Source: an optimization exercise on an open RTL-to-GDS flow (aim: small area, a short achievable clock period and few clock cycles per item). Production flows keep margins and buffers that such runs may drop.
In this exercise RTL edits were held to simulation tests only and were not proved equivalent to the original.
Power is estimated from default activity; no workload was simulated.

==> flow/design.v (excerpt) <==
module ahb_lite_fir_filter(
    input clk,
          n_rst,
    input logic hsel,
    input logic [3:0] haddr,
    input logic hsize,
    input logic [1:0] htrans,
    input logic hwrite,
    input logic [15:0] hwdata,
    output logic [15:0] hrdata,
    output logic hresp
);
Size in the first run: roughly 1800 cells after synthesis, roughly 350 flip-flops, roughly 44 I/O pins, ~0.021 mm^2 of cells after synthesis.
Settings: LEC_CHECK=0, ABC_CLOCK_PERIOD_IN_PS=5500, CAP_MARGIN=20, CORE_MARGIN=2, CORE_UTILIZATION=40, SLEW_MARGIN=20; clock period 12.0 ns.
standard.sh (not shown) runs the stock make flow with config.mk's settings and CLKGATE_MAP_FILE= SYNTH_SCRIPT=/design/flow/synth_recipe.tcl, a recipe that flattens the netlist after the stock synthesis.
==> flow/flow/run.sh <==
#!/bin/bash
# The standard layout (its synthesis script, registers unchanged), with:
#  - no ABC pass inside yosys's generic synth before the adders are extracted
#    (SYNTH_ARGS=-noabc), so the hand-built adder trees reach extract_fa as
#    written, without inverters around every full adder; ABC still maps the
#    logic afterwards as usual,
#  - timing repair aimed at a setup slack margin (a shorter achieved period
#    than the 12 ns constraint), and
#  - port buffers of a regular buffer cell, and
#  - clock tree synthesis without dummy loads (capacitive cells that only balance
#    the tree).
# The clock and constraints are the standard flow's own.
set -euo pipefail
MARGIN=${MARGIN:-6.5}
bash standard.sh "SYNTH_ARGS=-noabc" "SETUP_SLACK_MARGIN=$MARGIN" \
    "BUFFER_PORTS_ARGS=-buffer_cell sky130_fd_sc_hd__buf_2" \
    "CTS_ARGS=-sink_clustering_enable -repair_clock_nets -dont_use_dummy_load -sink_clustering_size 22 -sink_clustering_max_diameter 100" finish > standard_flow.log 2>&1
Testbench counts at the start, summed over its fixed seeds: cycles 2,064, samples 512.
Rerun with:
--- a/flow/design.v
+++ b/flow/design.v
@@ -515,18 +515,19 @@
     assign y2   = {q2[16:0], 1'b1};
     assign v1   = x1 + y1;
     assign v2c  = {x2, 1'b1} + {y2, c_lo};
     assign v2   = v2c[18:1];
     logic err_new, err3, err4;
     assign err4    = w ? (v1[17] & v1[16]) : (v1[17] & ~v1[16]);
     assign err3    = w ? (v2[17] & ~v2[16]) : (~v2[17] & v2[16]);
     assign err_new = err3 | err4;
-    logic busy;
+    logic busy, err_bit;
     assign busy    = wr_pend | samp_pend | r14[0];
+    assign err_bit = k_t0 ? err_new : err;
     logic [16:0] res_c;
     logic [15:0] mag, pdata, rdata;
     logic        st_hw, st_b1;
     assign res_c = res_v ? {res[16] ^ resw, res[15:0]} : 17'd0;
     assign mag   = res_c[16] ? (~res_c[15:0] + 16'd1) : res_c[15:0];
     assign st_hw = rd_req & (haddr[3:1] == 3'd0) & hsize;
     assign st_b1 = rd_req & (haddr == 4'd1) & ~hsize;
     always_comb begin
@@ -541,30 +542,29 @@
             default: pdata = r_v ? {r15, r14[7:1], r14[0]} : {15'd0, r14[0]};
         endcase
         if (!rd_req)
             rdata = 16'd0;
         else if (hsize)
             rdata = pdata;
         else
             rdata = {8'd0, haddr[0] ? pdata[15:8] : pdata[7:0]};
-        rdata[8] = (st_hw & k_t0) ? err_new : (rdata[8] | (st_hw & err));
-        rdata[0] = (st_b1 & k_t0) ? err_new : (rdata[0] | (st_b1 & err));
+        rdata[8] = rdata[8] | (st_hw & err_bit);
+        rdata[0] = rdata[0] | (st_b1 & err_bit);
     end
     always_ff @(posedge clk) begin
         s1s <= m1_r0[15+K:K];
         s1c <= m1_r1[15+K:K];
         s1k <= m1_lo[K];
         bo_neg <= b1_neg;
         bo_one <= b1_one;
         bo_two <= b1_two;
         b2  <= b1;
     end
     always_ff @(posedge clk) begin
-        wr_pair <= haddr[3:1];              
         if (wr_smp) begin
             smp <= hwdata;
             h1  <= smp;
             h2  <= h1;
         end
         if (wr_c0) c0 <= hwdata;
         if (wr_c1) c1 <= hwdata;
         if (wr_c2) c2 <= hwdata;
@@ -593,16 +593,17 @@
             ap  <= v2;
             apw <= w;
         end
     end
     always_ff @(posedge clk, negedge n_rst) begin
         if (!n_rst) begin
             hrdata    <= 16'd0;
             wr_pend   <= 1'b0;
+            wr_pair   <= 3'd0;
             r14[0]    <= 1'b0;
             smp_v     <= 1'b0;
             h1_v      <= 1'b0;
             h2_v      <= 1'b0;
             c_v       <= 4'd0;
             r_v       <= 1'b0;
             f_v       <= 4'd0;
             acc_v     <= 1'b0;
@@ -612,16 +613,17 @@
             k_t0      <= 1'b0;
             k_t2      <= 1'b0;
             k_t1      <= 1'b0;
             k_t3      <= 1'b0;
             err       <= 1'b0;
         end else begin
             hrdata  <= rdata;
             wr_pend <= wr_req;
+            wr_pair <= haddr[3:1];
             if (wr_smp) begin
                 smp_v <= 1'b1;
                 h1_v  <= smp_v;
                 h2_v  <= h1_v;
             end
             if (wr_c0) c_v[0] <= 1'b1;
             if (wr_c1) c_v[1] <= 1'b1;
             if (wr_c2) c_v[2] <= 1'b1;
Effect: Worst setup slack degrades by 0.068 ns; die area stays flat; area after synthesis stays flat; critical path depth is higher by 14; flip-flop and latch count stays the same; global-route usage grows by 0.22 points; via count went up by 1.0%; cell count does not change; power is higher by 6.8%; clock-buffer cell count does not change.
Testbench counts after the change, summed over its fixed seeds: cycles 2,064, samples 512.

## re-timing with driven ports
In the flow no input, the clock included, has a driving cell. The finished layouts below were timed again as built, in two steps.
Step 1 assumes that a clkbuf_16 drives the clock port and a buf_2 every other input.
Step 2, shift: input delay + t, output delay - t, t = (earliest + latest rising clock arrival at the registers) / 2. This alone moves slack from input paths to output paths.
a / b / c = no drivers / after step 1 / after step 2; a / b = the first two.
run | t, ns | setup WS [ns] | worst slew at a driven data input, ns
the first run | 0.571 | 6.548 / 6.500 / 6.262 | 0.09
the second run | 0.572 | 6.481 / 6.452 / 6.334 | 0.07
After both steps setup and hold are still met in every run listed. The setup slack of the first run, which loses most, moves by -0.048 ns with the drivers and by -0.286 ns with both steps.
